Background: an optimization exercise with open tools, aiming at small area, a short achievable clock period and few clock cycles. Do not read the settings as production practice.
Function was not checked in any run shown here: the RTL went through the layout flow alone.
No activity file was given, so power comes from the tool's default toggle rates.

==> design.v <==
`timescale 1ns/1ps
module betterNeighborsInMyCluster(clock, nrst, start, address, wr_en, data_in, MY_CLUSTER_ID, mybest, besthop, bestvalue, bestneighborID, nextsinks, data_out, done);
	input clock, nrst, start;
	input [15:0] data_in, MY_CLUSTER_ID;
	input [15:0] mybest;
	output done, wr_en;
	output [15:0] address, data_out;
	output [15:0] besthop, bestneighborID, nextsinks;
	output [15:0] bestvalue;
	localparam HB = 5;            
	localparam NB = 1 << HB;
	localparam [10:0] A_KS = 11'h004, A_NID = 11'h024, A_HCM = 11'h324, A_LIST = 11'h334,
	                  A_KSC = 11'h344, A_NC = 11'h345, A_CNT = 11'h346;
	localparam [6:0] P0 = 7'h24;  
	localparam [5:0] J0 = 6'h04;  
	localparam [6:0] C0 = 7'h34;  
	localparam [3:0] S_IDLE = 0, S_NC = 1, S_SNK = 2, S_CID = 3, S_QV = 4, S_BAT = 5,
	                 S_WR = 6, S_HCM = 7, S_RCID = 8, S_RNID = 9, S_RSPEC = 10, S_VS = 11,
	                 S_CNT = 12, S_BW = 13, S_BN = 14, S_DONE = 15;
	localparam [1:0] T_NID = 2'd0, T_CID = 2'd1, T_BAT = 2'd2, T_QV = 2'd3;
	reg [3:0] st;
	reg [10:0] waddr;
	reg wr_en_r, done_r;
	reg [6:0] dout;
	reg [5:0] jlast;              
	reg [6:0] plast;              
	reg [6:0] p;                  
	reg [5:0] jp;                 
	reg [6:0] cp;                 
	reg [3:0] kp;                 
	reg hit;
	reg [NB-1:0] bitmap;
	reg [15:0] qreg;
	reg [6:0] hop, sinks;
	reg [15:0] bval;
	reg [15:0] acc, sr, hm;
	reg [2:0] mph;                
	reg [5:0] mh;
	function lt16;
		input [15:0] a, b;
		reg [15:0] g, e;
		reg [7:0] g1, e1;
		reg [3:0] g2, e2;
		reg [1:0] g3, e3;
		integer i;
		begin
			g = ~a & b;
			e = ~(a ^ b);
			for (i = 0; i < 8; i = i + 1) begin
				g1[i] = g[2*i+1] | (e[2*i+1] & g[2*i]);
				e1[i] = e[2*i+1] & e[2*i];
			end
			for (i = 0; i < 4; i = i + 1) begin
				g2[i] = g1[2*i+1] | (e1[2*i+1] & g1[2*i]);
				e2[i] = e1[2*i+1] & e1[2*i];
			end
			for (i = 0; i < 2; i = i + 1) begin
				g3[i] = g2[2*i+1] | (e2[2*i+1] & g2[2*i]);
				e3[i] = e2[2*i+1] & e2[2*i];
			end
			lt16 = g3[1] | (e3[1] & g3[0]);
		end
	endfunction
	function [19:0] add20;
		input [19:0] a, b;
		reg [19:0] p, g, G, P, G2, P2;
		integer i, l, q;
		begin
			p = a ^ b;
			g = a & b;
			G = g; P = p;
			for (l = 0; l < 5; l = l + 1) begin
				G2 = G; P2 = P;
				for (i = 0; i < 20; i = i + 1)
					if ((i >> l) & 1) begin
						q = ((i >> l) << l) - 1;
						G2[i] = G[i] | (P[i] & G[q]);
						P2[i] = P[i] & P[q];
					end
				G = G2; P = P2;
			end
			add20 = p ^ {G[18:0], 1'b0};
		end
	endfunction
	wire eq = (data_in == MY_CLUSTER_ID);
	wire better = ~lt16(mybest, data_in);
	wire match = (data_in == qreg);
	wire bhit = bitmap[data_in[HB-1:0]];
	wire [9:0] th;
	assign th[0] = data_in >= 16'd1;
	assign th[1] = data_in >= 16'd3277;
	assign th[2] = data_in >= 16'd6554;
	assign th[3] = data_in >= 16'd9831;
	assign th[4] = data_in >= 16'd13108;
	assign th[5] = data_in >= 16'd16385;
	assign th[6] = data_in >= 16'd19661;
	assign th[7] = data_in >= 16'd22938;
	assign th[8] = data_in >= 16'd26215;
	assign th[9] = data_in >= 16'd29492;
	wire [3:0] k4;
	assign k4[3] = th[3];
	assign k4[2] = ~th[3] | th[7];
	assign k4[1] = (th[1] & ~th[3]) | (th[5] & ~th[7]) | th[9];
	assign k4[0] = (th[0] & ~th[1]) | (th[2] & ~th[3]) | (th[4] & ~th[5]) | (th[6] & ~th[7]) | (th[8] & ~th[9]);
	wire [15:0] r0 = sr[0] ? hm : 16'd0;
	wire [15:0] r1 = sr[1] ? hm : 16'd0;
	wire [15:0] r2 = sr[2] ? hm : 16'd0;
	wire [15:0] r3 = sr[3] ? hm : 16'd0;
	wire [19:0] o0 = {4'd0, acc}, o1 = {4'd0, r0}, o2 = {3'd0, r1, 1'b0}, o3 = {2'd0, r2, 2'b0}, o4 = {1'd0, r3, 3'b0};
	wire [19:0] s1 = o0 ^ o1 ^ o2;
	wire [19:0] c1 = {((o0 & o1) | (o0 & o2) | (o1 & o2)), 1'b0};
	wire [19:0] s2 = s1 ^ c1 ^ o3;
	wire [19:0] c2 = {((s1 & c1) | (s1 & o3) | (c1 & o3)), 1'b0};
	wire [19:0] s3 = s2 ^ c2 ^ o4;
	wire [19:0] c3 = {((s2 & c2) | (s2 & o4) | (c2 & o4)), 1'b0};
	wire [19:0] msum = add20(s3, c3);
	wire [15:0] mval = {acc[12:0], sr[15:13]};
	wire mfree = (mph == 3'd0);
	wire plastf = (p == plast);
	wire first = (p == P0);
	wire second = (p == P0 + 7'd1);
	wire jend = (jp == jlast);
	wire [6:0] pinc = p + 7'd1;
	wire [6:0] pdec = p - 7'd1;
	wire [6:0] pdec2 = p - 7'd2;
	wire [6:0] mcur = p - P0;
	function [10:0] tab;
		input [1:0] t;
		input [6:0] q;
		tab = {2'b00, {2'b00, q[6]} + {1'b0, t}, q[5:0]};
	endfunction
	reg [3:0] ts, fs;
	reg [10:0] ta, fa;
	reg [6:0] tp, fp;
	always @* begin
		ts = st; fs = st; ta = waddr; fa = waddr; tp = p; fp = p;
		case (st)
			S_IDLE: begin
				ts = S_NC; ta = A_NC; fa = A_KSC;
			end
			S_NC: begin
				ts = S_SNK; ta = {5'd0, J0};
				fs = ts; fa = ta;
			end
			S_SNK: begin
				if (jend) begin
					ts = S_CID; ta = tab(T_CID, P0); tp = P0;
				end else begin
					ta = {5'd0, jp + 6'd1};
				end
				fs = ts; fa = ta; fp = tp;
			end
			S_CID, S_QV: begin  
				ts = (st == S_CID) ? S_QV : S_BAT; ta = tab((st == S_CID) ? T_QV : T_BAT, p);
				if (plastf) begin
					fs = S_RNID; fa = tab(T_NID, p);
					if (st == S_CID) begin
						if (first) begin
							fs = S_CNT; fa = A_CNT;
						end else begin
							fs = S_RCID; fa = tab(T_CID, pdec); fp = pdec;
						end
					end
				end else begin
					fs = S_CID; fa = tab(T_CID, pinc); fp = pinc;
				end
			end
			S_BAT: begin
				ts = S_WR; ta = {4'h6, cp};
				fs = ts; fa = ta;
			end
			S_WR: begin
				ts = S_HCM; ta = {7'h32, kp};
				fs = ts; fa = ta;
			end
			S_HCM: begin
				if (plastf) begin
					ts = S_RNID; ta = tab(T_NID, p);
				end else begin
					ts = S_CID; ta = tab(T_CID, pinc); tp = pinc;
				end
				fs = ts; fa = ta; fp = tp;
			end
			S_RCID: begin  
				ts = S_RNID; ta = tab(T_NID, p);
				if (first) begin
					fs = S_CNT; fa = A_CNT;
				end else begin
					fs = S_RCID; fa = tab(T_CID, pdec); fp = pdec;
				end
			end
			S_RNID: begin
				ts = S_RSPEC; ta = tab(T_CID, pdec);
				fs = ts; fa = ta;
			end
			S_RSPEC: begin  
				if (hit) begin
					ts = S_VS; ta = {5'd0, J0}; fs = ts; fa = ta;
				end else if (first) begin
					ts = S_CNT; ta = A_CNT; fs = ts; fa = ta;
				end else begin
					ts = S_RNID; ta = tab(T_NID, pdec); tp = pdec;
					if (second) begin
						fs = S_CNT; fa = A_CNT;
					end else begin
						fs = S_RCID; fa = tab(T_CID, pdec2); fp = pdec2;
					end
				end
			end
			S_VS: begin  
				ts = S_CNT; ta = A_CNT;
				if (!jend) begin
					fa = {5'd0, jp + 6'd1};
				end else if (first) begin
					fs = S_CNT; fa = A_CNT;
				end else begin
					fs = S_RCID; fa = tab(T_CID, pdec); fp = pdec;
				end
			end
			S_CNT, S_BW: begin
				ts = S_BW; ta = A_NID + {4'd0, hop};
				fs = ts; fa = ta;
			end
			default: begin
				ts = S_DONE; fs = S_DONE;
			end
		endcase
	end
	wire cond = (st == S_IDLE) ? start :
	            (st == S_CID || st == S_RCID || st == S_RSPEC) ? eq :
	            (st == S_QV) ? better :
	            (st == S_VS) ? match : 1'b1;
	wire [3:0] ns0 = cond ? ts : fs;
	wire [3:0] ns = (ns0 == S_BW && mfree) ? S_BN : ns0;
	always @(posedge clock) begin
		if (!nrst) begin
			st <= S_IDLE;
			waddr <= A_KSC;
			wr_en_r <= 1'b0;
			done_r <= 1'b0;
			mph <= 3'd0;
		end else begin
			st <= ns;
			waddr <= cond ? ta : fa;
			wr_en_r <= (ns == S_WR) || (ns == S_CNT);
			if (st == S_BN) done_r <= 1'b1;
			if (st == S_HCM) mph <= 3'd1;
			else if (mph == 3'd5) mph <= 3'd0;
			else if (mph != 3'd0) mph <= mph + 3'd1;
		end
		p <= cond ? tp : fp;
		if (st == S_IDLE) begin
			bval <= 16'hFFFE; hop <= 7'd65; sinks <= 7'd65; cp <= C0;
			jlast <= data_in[5:0] + (J0 - 6'd1);
		end
		bitmap <= (st == S_IDLE) ? {NB{1'b0}} : (bitmap | ((st == S_SNK) ? ({{(NB-1){1'b0}}, 1'b1} << data_in[HB-1:0]) : {NB{1'b0}}));
		if (st == S_NC) plast <= data_in[6:0] + (P0 - 7'd1);
		if (st == S_NC || st == S_RNID) jp <= J0;
		if (st == S_SNK || st == S_VS) jp <= jp + 6'd1;
		if (st == S_QV || st == S_RNID || st == S_BN) qreg <= data_in;
		if (st == S_RNID) hit <= bhit;
		if (st == S_BAT) begin
			kp <= k4;
			dout <= mcur;
		end
		if (st == S_WR) cp <= cp + 7'd1;
		if (ns == S_CNT) dout <= cp - C0;
		if (st == S_VS && match) sinks <= mcur;
		if (st == S_HCM) begin
			hm <= data_in;
			mh <= mcur[5:0];
			acc <= 16'd0;
			sr <= qreg;
		end else begin
			acc <= msum[19:4];
			sr <= {msum[3:0], sr[15:4]};
		end
		if (mph == 3'd5 && lt16(mval, bval)) begin
			bval <= mval;
			hop <= {1'b0, mh};
		end
	end
	assign address = {4'd0, waddr, 1'b0};
	assign wr_en = wr_en_r;
	assign data_out = {9'd0, dout};
	assign done = done_r;
	assign besthop = {9'd0, hop};
	assign nextsinks = {9'd0, sinks};
	assign bestvalue = bval;
	assign bestneighborID = qreg;
endmodule
==> run.sh <==
#!/bin/bash
# synth_recipe.tcl (not shown) runs the flow's synth.tcl, then flattens the netlist and writes it again
# the make line also repeats each setting of config.mk as NAME=value (left out here)
make -C /OpenROAD-flow-scripts/flow DESIGN_CONFIG=/design/flow/config.mk WORK_HOME=/design/flow/orfs CLKGATE_MAP_FILE= SYNTH_SCRIPT=/design/flow/synth_recipe.tcl finish
==> config.mk <==
export PLATFORM = sky130hd
export DESIGN_NAME = betterNeighborsInMyCluster
export DESIGN_NICKNAME = betterNeighborsInMyCluster
export VERILOG_FILES = /design/flow/design.v
export SDC_FILE = /design/flow/constraint.sdc
export NUM_CORES = 4
export LEC_CHECK = 0
export CAP_MARGIN = 20
export CORE_MARGIN = 2
export CORE_UTILIZATION = 40
export SETUP_SLACK_MARGIN = 5
export SLEW_MARGIN = 20
==> constraint.sdc <==
create_clock -name core_clock -period 11.0 [get_ports {clock}]
set_input_delay 2.2000 -clock core_clock [delete_from_list [all_inputs] [get_ports {clock}]]
set_output_delay 2.2000 -clock core_clock [all_outputs]
set_load 0.01 [all_outputs]
==> summary.txt, run 1 <==
fin area 15,400 µm²; met1 WL 17,900 µm; startpoint types input port; worst setup path category in -> reg; first-pass GRT wire length 61,500 µm; Critical Path, Cell by Cell clkdlybuf4s50_1, buf_4, ha_1, a21oi_1, o31ai_1, a21oi_1, nor2_1, o41ai_1, a31oi_4, buf_4, a311oi_1, nor4_4, buf_4, buf_12, mux2_4; pre-CTS setup slack 4.62 ns; Port Buffers ~120; unrepaired setup endpoints after global routing false; commonest non-fill, non-tap cells in the layout nand2_1 (154), nor2_1 (125), clkdlybuf4s50_1 (114); critical path required time 11.20 ns; largest net degree at the start of global routing slightly above 60; Antenna Violating Nets Remaining 0; Post-synth EDFFs 112; Via density ~5.6; Crit path top cell by count buf_4; layout cell share with drive strength beyond 1 5.91%; critical path peak fanout 43; sum of negative setup slack 0 ns; Slew @ Worst Pin 1.03 ns; WL met3 3120 µm; Fmax achieved 0.178 GHz; Die Area 35,000 µm²; CTS Root Cell clkbuf_16; WL final 39,300 µm; Core Region approximately 33,000 µm²; Synth Cell Area 13,400 µm²; outcome timing/DRC/antenna clean; FF+latch count, synth 196; Final WS setup roughly 5.4 ns; vias 10,928; ys async rst share 0%; Longest Clk Path Bufs 2; ant diodes 0; Slew HR 31.2%; Fin Hold WS roughly 0.43 ns; register area share after synthesis 37.6%; VDD IR max 165 µV; TritonCTS clock tree built; Total Power 4.18 mW; CTS Buf Count 17; total gr overflow 0; hold crit path type reg -> reg; CP max-delay cell o41ai_1; most common cell after layout, fill and taps aside nand2_1; Pwr Density 271 nW/µm²; Clock transition at path regs roughly 0.080 ns; DP Area about 15,000 µm²; clock latency on the worst-skew pair 0.45 ns; Die Y roughly 190 µm; DR pass1 iterations 5; Top Layer Used met5; DRT iter0 DRCs ~1,100; Fin. Hold Viols 0; min Tclk post-route 5.62 ns; # clock sinks 196; H-tree depth 4; Setup crit end kind flip-flop; GRT Util Overall 22.6%; Mapped Cells 1,422; ratio of final minimum period to clock period 51.1%; maxcap violations 0; # rows 67; die width 187 µm; met2 WL 17,300 µm; initial core utilization 40.3%; Yosys cell types 80; Warnings, synthesis 1; initial antenna violation count 1; Synth Area per Inst roughly 9.4 µm²; Slew Limit Fails 0; Worst Path Arrival 5.82 ns; placed insts roughly 1,900; drt drc 0; Worst Clk Skew 0.0128 ns; flop2flop setup slack 5.64 ns; endpoints failing setup 0; P_leak 5.99 nW; Non-Filler Instances approximately 2,000; Final nets 1,665; final design utilization between 40% and 50%; Layout area overhead 15.0%; I/O Pins 149; vias in the first global route between 10,000 and 15,000; DP HPWL 29,600 µm; hold buffer count at CTS 0; routability cong. roughly 0.94; Most used DFF post-synth edfxtp_1; peak per-stage delay on the critical path 0.54 ns; # fillers ~3,200; routed wire length per instance between 20 and 25 µm
-- per-layer routing --
metal | track usage [%] | vias to the layer above
met1 | 32.0 | 5265
met3 | 4.99 | 60
li1 | - | 5095
met5 | 0 | -
met2 | 34.5 | 506
met4 | 6.87 | 2
-- cell families (layout without fill, tap and decap cells) --
group	Yosys count	count (layout)	synth area share (%)
simple gates	494	494	17.9
compound gates	301	301	14.9
flops	196	196	37.6
buf+inv	189	240	6.41
fa+ha+maj	122	122	14.1
xor+xnor	93	93	6.07
mux	26	26	2.97
other cells	1	33	0.0279
-- synth_stat cells, types with 4 or more instances --
master	number	area, µm²
nand2b_1	13	81.3
a22oi_1	9	67.6
o221ai_1	9	78.8
o21ai_0	52	260
nand3_1	23	115
xor2_1	50	438
buf_1	8	30.0
xnor2_1	43	377
fa_1	48	961
mux2i_1	11	110
nand4_1	11	68.8
a21o_1	14	105
clkbuf_1	60	225
o211a_1	4	40.0
edfxtp_1	112	3360
buf_2	18	90.1
ha_1	74	926
nor4_1	6	37.5
nor3_1	18	90.1
dfxtp_1	84	1680
a21oi_1	68	340
o31a_1	4	35.0
o211ai_1	12	90.1
nor3b_1	9	67.6
a221oi_1	8	70.1
mux4_2	10	225
a31oi_1	40	250
inv_1	65	244
o21a_1	11	82.6
or3_1	18	113
inv_2	4	15.0
nor2_1	125	469
nor2b_1	21	131
o22ai_1	9	56.3
and3_1	9	56.3
and2_1	65	407
a311oi_1	5	43.8
o31ai_1	7	52.6
a211oi_1	9	67.6
nand2_1	154	578
a21boi_0	5	37.5
buf_4	34	255
-- power by group --
group | internal, mW | total (mW) | leakage (nW) | switching, mW
clock | 0.300 | 0.603 | 0.271 | 0.303
combinational | 1.04 | 2.40 | 4.01 | 1.36
sequential | 0.999 | 1.18 | 1.71 | 0.180
total | 2.34 | 4.18 | 5.99 | 1.85
-- sequential cells by signal, indices dropped and copies added (netlist names), 10 cells and up --
| name | flops |
|---|---|
| acc | 16 |
| waddr | 10 |
| qreg | 16 |
| sr | 16 |
| bitmap | 32 |
| bval | 16 |
| hm | 16 |
-- critical path: cells and delay by family --
family	cells	cell delay [ns]
mux	1	0.28
buf+inv	5	1.32
compound gates	6	1.54
fa+ha+maj	1	0.29
simple gates	2	0.15
-- worst paths after layout --
kind | cells after the start | startpoint | to
hold / removal | 2 | sr[7]$_DFF_P_ | sr[3]$_DFF_P_
hold reg to reg | 2 | sr[7]$_DFF_P_ | sr[3]$_DFF_P_
setup / recovery | 15 | data_in[2] | dout[0]$_DFFE_PP_
setup reg to reg | 14 | sr[1]$_DFF_P_ | acc[12]$_SDFF_PP0_
-- timing repair --
item / in CTS / in global routing
resized for setup: 0 / 1
setup buffers: 0 / 3
setup endpoints to repair: 0 / 9
-- layout make-up --
class                   count  area, µm²  area share, %
multi-input cells        1069       7640           49.5
flip-flops and latches    196       5040           32.7
repair buffers            139       1350           8.75
well taps                 448        561           3.63
clock inverters            15        145          0.941
clock buffers              17        425           2.76
inverters                  69        259           1.68
==> run 2: changes to the inputs <==
==> flow/run.sh (new file) <==
#!/bin/bash
# The standard layout; timing repair aims at a tighter setup margin and the port buffers
# are plain buffers. The make output goes to flow_make.log, each ORFS step to its own log under orfs/logs.
set -o pipefail
bash standard.sh SETUP_SLACK_MARGIN=7.5 "BUFFER_PORTS_ARGS=-buffer_cell sky130_fd_sc_hd__buf_4" finish 2>&1 | tee flow_make.log
==> standard.sh (new file) <==
#!/bin/bash
# synth_recipe.tcl (not shown) runs the flow's synth.tcl, then flattens the netlist and writes it again
# the make line also repeats each setting of config.mk as NAME=value (left out here)
make -C /OpenROAD-flow-scripts/flow DESIGN_CONFIG=/design/flow/config.mk WORK_HOME=/design/flow/orfs CLKGATE_MAP_FILE= SYNTH_SCRIPT=/design/flow/synth_recipe.tcl "${@:-finish}"
--- a/config.mk
+++ b/config.mk
@@ -10,3 +10,2 @@
 export CORE_UTILIZATION = 40
-export SETUP_SLACK_MARGIN = 5
 export SLEW_MARGIN = 20
removed: run.sh
==> run 2 against run 1 <==
  * Clock skew is 0.0025 ns higher
  * Non-clock buffer count grew 71
  * Worst setup slack improved by 1.2 ns
  * Via count up 4.8%
  * Critical endpoint unchanged
  * Sequential power about the same
  * Count of clock-buffer cells in the layout did not move
  * Synthesized cell count unchanged
  * Clock power up 5.0%
  * Hold slack got worse by 0.013 ns
  * Utilization increased by 4.1 points
  * Still clean
  * Critical path type unchanged
==> summary.txt, run 2 <==
outcome timing/DRC/antenna clean; CTS Root Cell clkbuf_16; Most used DFF post-synth edfxtp_1; initial antenna violation count 1 (unchanged); worst setup path category in -> reg; max reg flops 32 (unchanged); met1 WL 18,300 µm (+2.2%); die width 187 µm (unchanged); Final nets 1,736 (+4.3%); first-pass GRT wire length 63,500 µm (+3.3%); Slew HR 36.4% (+5.2 points); commonest non-fill, non-tap cells in the layout buf_4 (155), nand2_1 (148), nor2_1 (113); CP max-delay cell nor4_2; Warnings, synthesis 1 (unchanged); vias 11,455 (+4.8%); Antenna Violating Nets Remaining 0 (unchanged); Fin. Hold Viols 0 (unchanged); CP top delay family simple AND/OR/NAND/NOR gates; Slew Limit Fails 0 (unchanged); Die Area 35,000 µm² (unchanged); most numerous cell in the Yosys netlist nand2_1; min Tclk post-route 4.45 ns (-1.17 ns); Layout area overhead 25.2%; critical path required time 11.19 ns (about the same); vias in the first global route 10,853 (+3.1%); Port Buffers 115 (unchanged); buffers and inverters on the worst path 3 (-2); # clock sinks 196 (unchanged); final design utilization 50.5% (+4.1 points); Synth area leader edfxtp_1; DR pass1 iterations 6 (+1); clock latency on the worst-skew pair 0.45 ns (about the same); initial core utilization 40.3% (unchanged); Die Y 187 µm (unchanged); critical path peak fanout 10 (-77%); top cells by area, synth edfxtp_1 (25%), dfxtp_1 (13%), fa_1 (7.2%); Via density 5.66 (+1.1%); Crit path top cell by count buf_6; met2 WL 18,800 µm (+8.6%); Synth Cell Area 13,400 µm² (unchanged); hold crit path type reg -> reg; Post-synth EDFFs 112 (unchanged); drt drc 0 (unchanged); Core Region 33,300 µm² (unchanged); Yosys cell types 80 (unchanged); Clock transition at path regs 0.07 ns (about the same); Synth Area per Inst 9.44 µm² (unchanged); TritonCTS clock tree built; startpoint types input port; Total Power 4.95 mW (+18%); top cell type's share of synthesized area 25.1% (unchanged); WL final 41,800 µm (+6.4%); DRT iter0 DRCs 1,087 (-4.1%); Slew @ Worst Pin 0.947 ns (-0.0809 ns); ant diodes 0 (unchanged); FF+latch count, synth 196 (unchanged); register area share after synthesis 37.6% (unchanged); layout cell share with drive strength beyond 1 23.7% (+18 points); sum of negative setup slack 0 ns (unchanged); # fillers 3,026 (-5.0%); maxcap violations 0 (unchanged); Non-Filler Instances 2,024 (+3.6%); WL met3 3420 µm (+9.5%); most common cell after layout, fill and taps aside buf_4; Worst Clk Skew 0.0153 ns (+0.00246 ns); endpoints failing setup 0 (unchanged); CTS Buf Count 17 (unchanged); VDD IR max 249 µV (+51%); GRT Util Overall 23.4% (+0.82 points); Pwr Density 295 nW/µm² (+8.6%); routed wire length per instance 20.6 µm (+2.7%); top cells by count, synth nand2_1 (154), nor2_1 (125), edfxtp_1 (112); Fmax achieved 0.225 GHz (+26%); P_leak 6.71 nW (+12%); total gr overflow 0 (unchanged); Critical Path, Cell by Cell buf_6, xor2_1, nor4_2, nand4_1, a21oi_2, a31oi_4, buf_12, mux2i_4, nor4_4, buf_6, mux2_4; I/O Pins 149 (unchanged); DP HPWL 29,300 µm (-0.82%); ys async rst share 0% (unchanged); peak per-stage delay on the critical path 0.38 ns (-0.16 ns); unrepaired setup endpoints after global routing true; Longest Clk Path Bufs 2 (unchanged); Setup crit end kind flip-flop; Top Layer Used met4; routability cong. 0.949 (+0.73%); H-tree depth 4 (unchanged); # rows 67 (unchanged); hold buffer count at CTS 0 (unchanged); Reg with most FFs bitmap; largest net degree at the start of global routing 54 (-13%); Worst Path Arrival 4.64 ns (-1.18 ns); ratio of final minimum period to clock period 40.4% (-11 points); Mapped Cells 1,422 (unchanged); placed insts 1,912 (-0.26%)
[run 2: cell types whose count changed in the layout (fill, tap and decap cells not counted), sizes merged]
cell	previous run	this run
clkdlybuf4s50	114	0
buf	24	207
inv	75	76
dlymetal6s2s	1	0
clkinv	6	5
bufinv	0	1
clkinvlp	3	2
clkbuf	17	20
[run 2: where the power goes]
part / switching, mW / internal [mW]
Clock: 0.309 / 0.324
Sequential: 0.178 / 1.00
Combinational: 1.64 / 1.49
[run 2: cell families (layout without fill, tap and decap cells)]
kind of cell               count (synthesis)  after routing  share of synthesized area (%)
AOI/OAI and AO/OA                        301            301                           14.9
xor gates and xnor gates                  93             93                           6.07
adders and majority gates                122            122                           14.1
buffers and inverters                    189            311                           6.41
DFF                                      196            196                           37.6
muxes                                     26             26                           2.97
other                                      1             33                         0.0279
and+or+nand+nor                          494            494                           17.9
[run 2: worst reg2reg max path: stages, from the launching register on]
cell	delay, ns
edfxtp_1	0.44
and2_4	0.17
fa_1	0.46
fa_1	0.54
fa_1	0.45
ha_1	0.31
a21o_1	0.16
a21o_1	0.21
a2111oi_4	0.34
o31ai_2	0.13
and2_4	0.19
a41oi_4	0.15
nor2b_4	0.18
fa_2	0.43
nor2_2	0.08
[run 2: final timing paths]
kind | from | endpoint | slack (ns) | cells past startpoint
setup / recovery | data_in[10] | dout[0]$_DFFE_PP_ | 6.55 | 11
setup reg to reg | hm[3]$_DFFE_PP_ | acc[12]$_SDFF_PP0_ | 6.68 | 14
hold reg to reg | sr[4]$_DFF_P_ | sr[0]$_DFF_P_ | 0.42 | 2
hold / removal | sr[4]$_DFF_P_ | sr[0]$_DFF_P_ | 0.42 | 2
[run 2: final cells by class]
cell class / count / area [µm²] / share of cell area, %
clock buffers: 17 / 425 / 2.53
clock inverters: 15 / 166 / 0.990
well taps: 448 / 561 / 3.34
inverters: 69 / 298 / 1.77
flip-flops and latches: 196 / 5050 / 30.1
multi-input cells: 1069 / 8280 / 49.3
repair buffers: 210 / 2020 / 12.0
[run 2: metal layers]
layer / vias up / GRT usage, %
met5: - / 0
met3: 95 / 4.11
met1: 5533 / 33.4
li1: 5236 / -
met2: 591 / 35.9
met4: 0 / 7.84
[run 2: through the flow]
stage	setup WS [ns]	instance area [µm²]	hold WS (ns)
6_report	6.55	16800	0.415
5_1_grt	6.51	16800	0.437
4_1_cts	6.59	16100	0.415
3_5_place_dp	5.49	14700	0.413
3_3_place_gp	5.54	14700	0.405
2_1_floorplan	6.36	13900	0.399
[run 2: what timing repair did]
action,CTS,global route
setup buffers,37,37
endpoints found under the setup margin,90,75
pin swaps,32,53
gates resized for setup,94,86
gates cloned,3,3
endpoints found under the hold margin,0,0
==> run 3: changes to the inputs <==
--- a/design.v
+++ b/design.v
@@ -35,3 +35,4 @@
 	reg [15:0] bval;
-	reg [15:0] acc, sr, hm;
+	reg [15:0] acc, accc, sr, hm;
+	reg mci;
 	reg [2:0] mph;                
@@ -61,23 +62,2 @@
 			lt16 = g3[1] | (e3[1] & g3[0]);
-		end
-	endfunction
-	function [19:0] add20;
-		input [19:0] a, b;
-		reg [19:0] p, g, G, P, G2, P2;
-		integer i, l, q;
-		begin
-			p = a ^ b;
-			g = a & b;
-			G = g; P = p;
-			for (l = 0; l < 5; l = l + 1) begin
-				G2 = G; P2 = P;
-				for (i = 0; i < 20; i = i + 1)
-					if ((i >> l) & 1) begin
-						q = ((i >> l) << l) - 1;
-						G2[i] = G[i] | (P[i] & G[q]);
-						P2[i] = P[i] & P[q];
-					end
-				G = G2; P = P2;
-			end
-			add20 = p ^ {G[18:0], 1'b0};
 		end
@@ -104,15 +84,18 @@
 	assign k4[0] = (th[0] & ~th[1]) | (th[2] & ~th[3]) | (th[4] & ~th[5]) | (th[6] & ~th[7]) | (th[8] & ~th[9]);
-	wire [15:0] r0 = sr[0] ? hm : 16'd0;
-	wire [15:0] r1 = sr[1] ? hm : 16'd0;
-	wire [15:0] r2 = sr[2] ? hm : 16'd0;
-	wire [15:0] r3 = sr[3] ? hm : 16'd0;
-	wire [19:0] o0 = {4'd0, acc}, o1 = {4'd0, r0}, o2 = {3'd0, r1, 1'b0}, o3 = {2'd0, r2, 2'b0}, o4 = {1'd0, r3, 3'b0};
-	wire [19:0] s1 = o0 ^ o1 ^ o2;
-	wire [19:0] c1 = {((o0 & o1) | (o0 & o2) | (o1 & o2)), 1'b0};
-	wire [19:0] s2 = s1 ^ c1 ^ o3;
-	wire [19:0] c2 = {((s1 & c1) | (s1 & o3) | (c1 & o3)), 1'b0};
-	wire [19:0] s3 = s2 ^ c2 ^ o4;
-	wire [19:0] c3 = {((s2 & c2) | (s2 & o4) | (c2 & o4)), 1'b0};
-	wire [19:0] msum = add20(s3, c3);
-	wire [15:0] mval = {acc[12:0], sr[15:13]};
+	wire [19:0] r0 = sr[0] ? {4'd0, hm} : 20'd0;
+	wire [19:0] r1 = sr[1] ? {3'd0, hm, 1'd0} : 20'd0;
+	wire [19:0] r2 = sr[2] ? {2'd0, hm, 2'd0} : 20'd0;
+	wire [19:0] r3 = sr[3] ? {1'd0, hm, 3'd0} : 20'd0;
+	wire [19:0] oa = {4'd0, acc}, oc = {4'd0, accc};
+	wire [19:0] s1 = oa ^ oc ^ r0;
+	wire [19:0] c1 = {((oa & oc) | (oa & r0) | (oc & r0)), mci};
+	wire [19:0] t1 = r1 ^ r2 ^ r3;
+	wire [19:0] d1 = {((r1 & r2) | (r1 & r3) | (r2 & r3)), 1'b0};
+	wire [19:0] s2 = s1 ^ c1 ^ t1;
+	wire [19:0] c2 = {((s1 & c1) | (s1 & t1) | (c1 & t1)), 1'b0};
+	wire [19:0] s3 = s2 ^ c2 ^ d1;
+	wire [19:0] c3 = {((s2 & c2) | (s2 & d1) | (c2 & d1)), 1'b0};
+	wire [4:0] mlow = {1'b0, s3[3:0]} + {1'b0, c3[3:0]};
+	wire [15:0] afin = acc + accc + {15'd0, mci};
+	wire [15:0] mval = {afin[12:0], sr[15:13]};
 	wire mfree = (mph == 3'd0);
@@ -261,8 +244,5 @@
 		if (st == S_RNID) hit <= bhit;
-		if (st == S_BAT) begin
-			kp <= k4;
-			dout <= mcur;
-		end
+		if (st == S_BAT) kp <= k4;
+		dout <= (st == S_BAT) ? mcur : cp - C0;
 		if (st == S_WR) cp <= cp + 7'd1;
-		if (ns == S_CNT) dout <= cp - C0;
 		if (st == S_VS && match) sinks <= mcur;
@@ -272,6 +252,10 @@
 			acc <= 16'd0;
+			accc <= 16'd0;
+			mci <= 1'b0;
 			sr <= qreg;
 		end else begin
-			acc <= msum[19:4];
-			sr <= {msum[3:0], sr[15:4]};
+			acc <= s3[19:4];
+			accc <= c3[19:4];
+			mci <= mlow[4];
+			sr <= {mlow[3:0], sr[15:4]};
 		end
==> run 3 against run 2 <==
  * Still clean
  * Count of clock-buffer cells in the layout rose by 17
  * Worst setup slack improved by 0.31 ns
  * Synthesized area rose by 7.1%
  * Register-to-register slack improved by 0.32 ns
  * Hold slack gained 0.0095 ns
  * Flip-flop and latch count grew 16
  * Cell count rose by 6.3%
  * Synthesized cell count increased by 7.2%
  * Routed wire length rose by 7.3%
  * Design area increased by 6.3%
  * Critical endpoint is now p[3]$_DFFE_PP_
  * Largest cell class unchanged
  * Largest power group unchanged
==> summary.txt, run 3 <==
outcome timing/DRC/antenna clean; RR Startpoint st[1]$_SDFF_PN0_; Via density 5.59 (-1.3%); critical path required time 11.27 ns (+0.08 ns); Longest Clk Path Bufs 3 (+1); drt drc 0 (unchanged); total gr overflow 0 (unchanged); endpoints failing setup 0 (unchanged); placed insts 2,023 (+5.8%); Core Region 35,500 µm² (+6.6%); WL final 44,800 µm (+7.3%); clock latency on the worst-skew pair 0.55 ns (+0.10 ns); Worst Clk Skew 0.0261 ns (+0.0109 ns); DRT iter0 DRCs 1,193 (+9.8%); H-tree depth 1 (-3); Synth Area per Inst 9.43 µm² (about the same); Die Area 37,500 µm² (+7.0%); top cells by count, synth nand2_1 (141), nor2_1 (123), inv_1 (121); switching part of the total 40.9% (-2.2 points); Mapped Cells 1,524 (+7.2%); CTS Buf Count 26 (+9); Fin Hold WS 0.425 ns (+0.00954 ns); most numerous cell in the Yosys netlist nand2_1; vias in the first global route 12,041 (+11%); hold crit path type reg -> reg; most common cell after layout, fill and taps aside buf_4; flop2flop setup slack 7.00 ns (+0.32 ns); maxcap violations 0 (unchanged); top cell type's share of synthesized area 21.9% (-3.1 points); Slew Limit Fails 0 (unchanged); top cells by area, synth edfxtp_1 (22%), dfxtp_1 (15%), fa_1 (8.6%); initial antenna violation count 0 (-1); Pwr Density 264 nW/µm² (-11%); # clock sinks 212 (+8.2%); routed wire length per instance 20.8 µm (+0.94%); max reg flops 32 (unchanged); capturing point of the worst reg2reg path waddr[5]$_SDFFE_PN0P_; Slew HR 28.5% (-7.9 points); Reg with most FFs bitmap; Crit. Startpoint mybest[1]; Warnings, synthesis 1 (unchanged); GRT Util Overall 23.6% (+0.16 points); Clock transition at path regs 0.06 ns (about the same); Antenna Violating Nets Remaining 0 (unchanged); Layout area overhead 24.3%; routability cong. 0.955 (+0.61%); FF+latch count, synth 212 (+8.2%); Non-Filler Instances 2,151 (+6.3%); die width 194 µm (+3.4%); sequential share of power 26.4% (+2.6 points); TritonCTS clock tree built; Most used DFF post-synth dfxtp_1; Post-synth EDFFs 105 (-6.3%); register area share after synthesis 36.8% (-0.77 points); Switch Pwr 1.93 mW (-9.7%); Die Y 194 µm (+3.4%); sum of negative setup slack 0 ns (unchanged); critical path peak fanout 6 (-4); Fin. Hold Viols 0 (unchanged); layout cell share with drive strength beyond 1 22.8% (-0.83 points); Hold Path Depth 2 (unchanged); VDD IR max 255 µV (+2.6%); hold wc startpoint sr[6]$_DFF_P_; Port Buffers 115 (unchanged); unrepaired setup endpoints after global routing true; ratio of final minimum period to clock period 37.6% (-2.8 points); commonest non-fill, non-tap cells in the layout buf_4 (165), nand2_1 (124), nor2_1 (117); Slew @ Worst Pin 1.06 ns (+0.115 ns); largest net degree at the start of global routing 78 (+44%); DP HPWL 31,400 µm (+7.0%); DR pass1 iterations 7 (+1); Final nets 1,859 (+7.1%); Worst Hold End sr[2]$_DFF_P_; reg2reg path depth 9 (-5); vias 12,019 (+4.9%); Synth area leader edfxtp_1; ant diodes 0 (unchanged); startpoint types input port; # rows 69 (+3.0%); Yosys cell types 88 (+10%); min Tclk post-route 4.14 ns (-0.312 ns); cell internal pwr 2.78 mW (-1.2%); Setup crit end kind flip-flop; ys async rst share 0% (unchanged); clock power share 19.4% (+6.6 points); initial core utilization 40.5% (+0.20 points); Fmax achieved 0.242 GHz (+7.5%); I/O Pins 149 (unchanged); CTS Root Cell clkbuf_16; combinational share of power 54.2% (-9.2 points); P_leak 7.25 nW (+8.1%); Synth Cell Area 14,400 µm² (+7.1%); worst setup path category in -> reg; first-pass GRT wire length 69,500 µm (+9.4%); Worst Path Arrival 4.40 ns (-0.24 ns)
run 3: worst max path at each step:
stage / to / slack, ns / cells past startpoint
floorplan: p[1]$_DFFE_PP_ / 6.44 / 12
global placement: p[3]$_DFFE_PP_ / 5.83 / 10
detailed placement: p[2]$_DFFE_PP_ / 5.77 / 9
CTS: wr_en_r$_SDFF_PN0_ / 6.88 / 13
global route: st[1]$_SDFF_PN0_ / 6.81 / 13
finish: p[3]$_DFFE_PP_ / 6.86 / 13
run 3: worst max-delay path, cell delays in order:
cell and delay, ns:
buf_8 0.09, inv_12 0.03, ha_4 0.21, and4b_1 0.19
o311a_4 0.33, o311ai_4 0.22, a21oi_2 0.08, buf_6 0.14
o21bai_4 0.20, and2_4 0.24, nor3_4 0.06, nor3_4 0.25
buf_12 0.14
run 3: cell type report:
type                       count  area [µm²]
clock inverter                14         180
timing repair buffer         203        1770
inverter                     124         493
sequential                   212        5300
clock buffer                  34         732
multi-input combinational   1103        8810
fill                        3304       17600
tap                          461         577
run 3: cells by family after synthesis:
family                   Yosys count  share of synthesized area, %
buffers and inverters            247                          7.90
flip-flops                       212                          36.8
AND/OR/NAND/NOR                  496                          16.9
other                              1                        0.0261
XOR/XNOR                          94                          5.83
adder cells (fa/ha/maj)          138                          15.2
AO/OA/AOI/OAI                    309                          14.4
multiplexers                      27                          2.86
run 3: metrics by stage:
step                setup WS (ns)  area (µm²)  utilization (%)  power [mW]
global placement             5.83       15600             44.0        3.39
CTS                          6.88       17600             49.7        4.64
finish                       6.86       17900             50.3        4.71
floorplan                    6.44       14800                -        2.85
global route                 6.81       17900             50.3        5.13
detailed placement           5.77       15600             44.0        3.43
run 3: layer usage:
layer  vias to the layer above  wire, µm  global-route usage, %  part of all wire [%]
met5                         -         0                      0                     0
met4                         0      1660                   9.16                   3.7
met3                       114      3920                   3.73                   8.7
met2                       569     19600                   35.6                    44
met1                      5791     19700                   33.8                    44
li1                       5545         -                      -                     -
run 3: repair_timing:
action	in CTS	in global routing
resized for setup	119	36
buffers inserted	63	10
gates cloned	6	0
setup endpoints to repair	93	79
hold buffers	0	0
pin swaps	43	21
run 3: power by group through the flow:
stage / registers [mW] / logic [mW] / clock network (mW)
after floorplan: 1.18 / 1.67 / 0
after global placement: 1.26 / 2.13 / 0
after detailed placement: 1.26 / 2.16 / 0
after CTS: 1.24 / 2.47 / 0.927
after global routing: 1.27 / 2.90 / 0.960
final: 1.25 / 2.55 / 0.913
==> run 4: changes to the inputs <==
==> run.sh (new file) <==
#!/bin/bash
# synth_recipe.tcl (not shown) runs the flow's synth.tcl, then flattens the netlist and writes it again
# the make line also repeats each setting of config.mk as NAME=value (left out here)
make -C /OpenROAD-flow-scripts/flow DESIGN_CONFIG=/design/flow/config.mk WORK_HOME=/design/flow/orfs CLKGATE_MAP_FILE= SYNTH_SCRIPT=/design/flow/synth_recipe.tcl finish
--- a/config.mk
+++ b/config.mk
@@ -10,2 +10,3 @@
 export CORE_UTILIZATION = 40
+export SETUP_SLACK_MARGIN = 5
 export SLEW_MARGIN = 20
removed: flow/run.sh
removed: standard.sh
==> run 4 against run 3 <==
  * Clock power shrank 9.6%
  * Clock skew fell by 0.0065 ns
  * Power fell by 10%
  * Register-to-register slack worse by 0.80 ns
  * Sequential power about the same
  * Worst setup slack lost 1.4 ns
  * Critical path depth decreased by 4
  * Fmax is 26% lower
  * Utilization decreased by 3.8 points
  * Hold slack worse by 0.00074 ns
  * First-iteration DRC count down 11%
  * Die area did not move
  * Critical endpoint is now p[4]$_DFFE_PP_
==> summary.txt, run 4 <==
H-tree depth 1 (unchanged); maxcap violations 0 (unchanged); Fin. Hold Viols 0 (unchanged); commonest non-fill, non-tap cells in the layout nand2_1 (141), nor2_1 (122), inv_1 (120); min Tclk post-route 5.56 ns (+1.43 ns); Worst Clk Skew 0.0197 ns (-0.00649 ns); # rows 69 (unchanged); most numerous cell in the Yosys netlist nand2_1; Slew @ Worst Pin 1.03 ns (-0.0343 ns); Post-synth EDFFs 105 (unchanged); register area share after synthesis 36.8% (unchanged); outcome timing/DRC/antenna clean; startpoint types input port; CTS Root Cell clkbuf_16; hold crit path type reg -> reg; Synth Cell Area 14,400 µm² (unchanged); GRT Util Overall 22.1% (-1.4 points); Die Area 37,500 µm² (unchanged); TritonCTS clock tree built; VDD IR max 136 µV (-47%); ant diodes 0 (unchanged); Reg with most FFs bitmap; Warnings, synthesis 1 (unchanged); DP HPWL 30,900 µm (-1.5%); final design utilization 46.6% (-3.8 points); max reg flops 32 (unchanged); Most used DFF post-synth dfxtp_1; Die Y 194 µm (unchanged); first-pass GRT wire length 66,100 µm (-4.8%); die width 194 µm (unchanged); I/O Pins 149 (unchanged); clock power share 19.6% (+0.2 points); Fmax achieved 0.180 GHz (-26%); Setup crit end kind flip-flop; Yosys cell types 88 (unchanged); Slew HR 31.2% (+2.8 points); # fillers 3,381 (+2.3%); Mapped Cells 1,524 (unchanged); P_leak 6.47 nW (-11%); unrepaired setup endpoints after global routing false; Switch Pwr 1.75 mW (-9.3%); worst setup path category in -> reg; sequential share of power 29.4% (+3.0 points); vias in the first global route 11,155 (-7.4%); WL final 41,900 µm (-6.5%); cell internal pwr 2.47 mW (-11%); ratio of final minimum period to clock period 50.6% (+13 points); vias 11,410 (-5.1%); top cell type's share of synthesized area 21.9% (unchanged); Pwr Density 255 nW/µm² (-3.2%); critical path required time 11.20 ns (-0.07 ns); DR pass1 iterations 6 (-1); initial core utilization 40.5% (unchanged); Via density 5.51 (-1.4%); Worst Path Arrival 5.76 ns (+1.36 ns); Layout area overhead 14.9%; Port Buffers 115 (unchanged); top cells by area, synth edfxtp_1 (22%), dfxtp_1 (15%), fa_1 (8.6%); layout cell share with drive strength beyond 1 6.27% (-17 points); Antenna Violating Nets Remaining 0 (unchanged); DRT iter0 DRCs 1,058 (-11%); Longest Clk Path Bufs 3 (unchanged); combinational share of power 51.0% (-3.2 points); most common cell after layout, fill and taps aside nand2_1; clock latency on the worst-skew pair 0.55 ns (about the same); FF+latch count, synth 212 (unchanged); routability cong. 0.957 (+0.18%); # clock sinks 212 (unchanged); Final nets 1,781 (-4.2%); CTS Buf Count 25 (-3.8%); largest net degree at the start of global routing 78 (unchanged); Total Power 4.22 mW (-10%); drt drc 0 (unchanged); ys async rst share 0% (unchanged); Core Region 35,500 µm² (unchanged); critical path peak fanout 15 (+9); Synth Area per Inst 9.43 µm² (unchanged); top cells by count, synth nand2_1 (141), nor2_1 (123), inv_1 (121); endpoints failing setup 0 (unchanged); Slew Limit Fails 0 (unchanged); routed wire length per instance 20.2 µm (-2.9%); switching part of the total 41.4% (+0.56 points); Synth area leader edfxtp_1; initial antenna violation count 0 (unchanged); Clock transition at path regs 0.07 ns (about the same); sum of negative setup slack 0 ns (unchanged); total gr overflow 0 (unchanged)
[run 4: cell count changes in the layout (fill, tap and decap cells not counted), sizes merged]
cell           delta
nand3             -3
nand2             -3
bufinv            -4
buf             -186
clkinvlp          +1
clkdlybuf4s50   +115
inv               +2
clkbuf            +3
clkinv            -4
[run 4: path summary, 6_finish.rpt]
path,start,to,slack [ns],cells after the start
worst max register to register,acc[0]$_SDFF_PP0_,hop[1]$_SDFFCE_PN0P_,6.20,17
worst min-delay path,sr[4]$_DFF_P_,sr[0]$_DFF_P_,0.42,2
worst min register to register,sr[4]$_DFF_P_,sr[0]$_DFF_P_,0.42,2
worst max-delay path,data_in[2],p[4]$_DFFE_PP_,5.44,9
[run 4: final cells by class]
class | instances | area (µm²) | share of cell area [%]
sequential | 212 | 5300 | 32.0
clock buffer | 37 | 752 | 4.55
clock inverter | 9 | 68.8 | 0.416
tap | 461 | 577 | 3.49
timing repair buffer | 132 | 1280 | 7.74
inverter | 124 | 465 | 2.82
multi-input combinational | 1097 | 8090 | 48.9
[run 4: power groups by stage]
stage | clock network, mW | registers, mW | logic, mW
2_1_floorplan | 0 | 1.18 | 1.62
3_3_place_gp | 0 | 1.25 | 2.10
3_5_place_dp | 0 | 1.26 | 2.15
4_1_cts | 0.845 | 1.24 | 2.16
5_1_grt | 0.875 | 1.26 | 2.49
6_report | 0.825 | 1.24 | 2.15
[run 4: critical path: stages]
cell,delay [ns]
clkdlybuf4s50_1,0.91
xnor2_1,0.19
nand4_1,0.13
nor4_2,0.72
a31oi_1,0.29
o21bai_4,0.37
and2_4,0.35
nor3_1,0.11
nor3_2,0.47
[run 4: cell families after synthesis]
kind of cell	count (synthesis)	share of synthesized area, %
xor+xnor	94	5.83
compound gates	309	14.4
fa+ha+maj	138	15.2
mux	27	2.86
buf+inv	247	7.90
flops	212	36.8
other cells	1	0.0261
simple gates	496	16.9
[run 4: routing by layer]
| layer | share of wire [%] | wire length (µm) | GRT usage [%] | vias up |
|---|---|---|---|---|
| met1 | 46 | 19100 | 32.2 | 5486 |
| met4 | 2.9 | 1210 | 6.79 | 0 |
| met2 | 43 | 18200 | 33.4 | 476 |
| met5 | 0 | 0 | 0 | - |
| li1 | - | - | - | 5357 |
| met3 | 8.1 | 3410 | 4.08 | 91 |
[run 4: per-stage QoR]
stage | setup slack, ns | instances | instance area [µm²] | hold WS (ns)
floorplan | 6.03 | 1556 | 14500 | 0.399
global placement | 4.79 | 2026 | 15700 | 0.406
CTS | 5.29 | 2072 | 16500 | 0.424
detailed placement | 4.67 | 2026 | 15700 | 0.408
finish | 5.44 | 2072 | 16500 | 0.424
global route | 5.24 | 2072 | 16500 | 0.435
[run 4: what timing repair did]
action | CTS | global route
setup buffers | 0 | 0
setup endpoints to repair | 0 | 6
hold buffers | 0 | 0
gates resized for setup | 0 | 1

[afterwards: timing with drivers on the ports]
Ports are ideal in the flow. The routed layouts listed here were re-timed in OpenROAD.
Step 1 (the two cells are an assumption about what drives the block):
set clk [get_ports {clock}]
set_driving_cell -lib_cell sky130_fd_sc_hd__clkbuf_16 $clk
set_driving_cell -lib_cell sky130_fd_sc_hd__buf_2 [delete_from_list [all_inputs] $clk]
Step 2 also shifts input and output timing later by t, the mid clock arrival at the registers, as if the neighbouring blocks saw the same clock.
a / b / c = ideal / step 1 / step 2; a / b = the first two.
| run | t (ns) | slack for setup (ns) | hold WS [ns] | worst register clock-pin slew, ns |
|---|---|---|---|---|
| run 1 | 0.494 | 5.379 / 5.412 / 4.918 | 0.428 / 0.428 / 0.428 | 0.08 / 0.08 |
| run 2 | 0.490 | 6.553 / 6.548 / 6.058 | 0.415 / 0.415 / 0.415 | 0.08 / 0.08 |
| run 3 | 0.584 | 6.865 / 6.854 / 6.270 | 0.425 / 0.425 / 0.425 | 0.07 / 0.07 |
| run 4 | 0.593 | 5.439 / 5.458 / 4.865 | 0.424 / 0.424 / 0.424 | 0.07 / 0.07 |
After both steps every run listed still meets setup and hold. The setup slack of run 3, which loses most, moves by -0.011 ns with the drivers and by -0.595 ns with both steps.
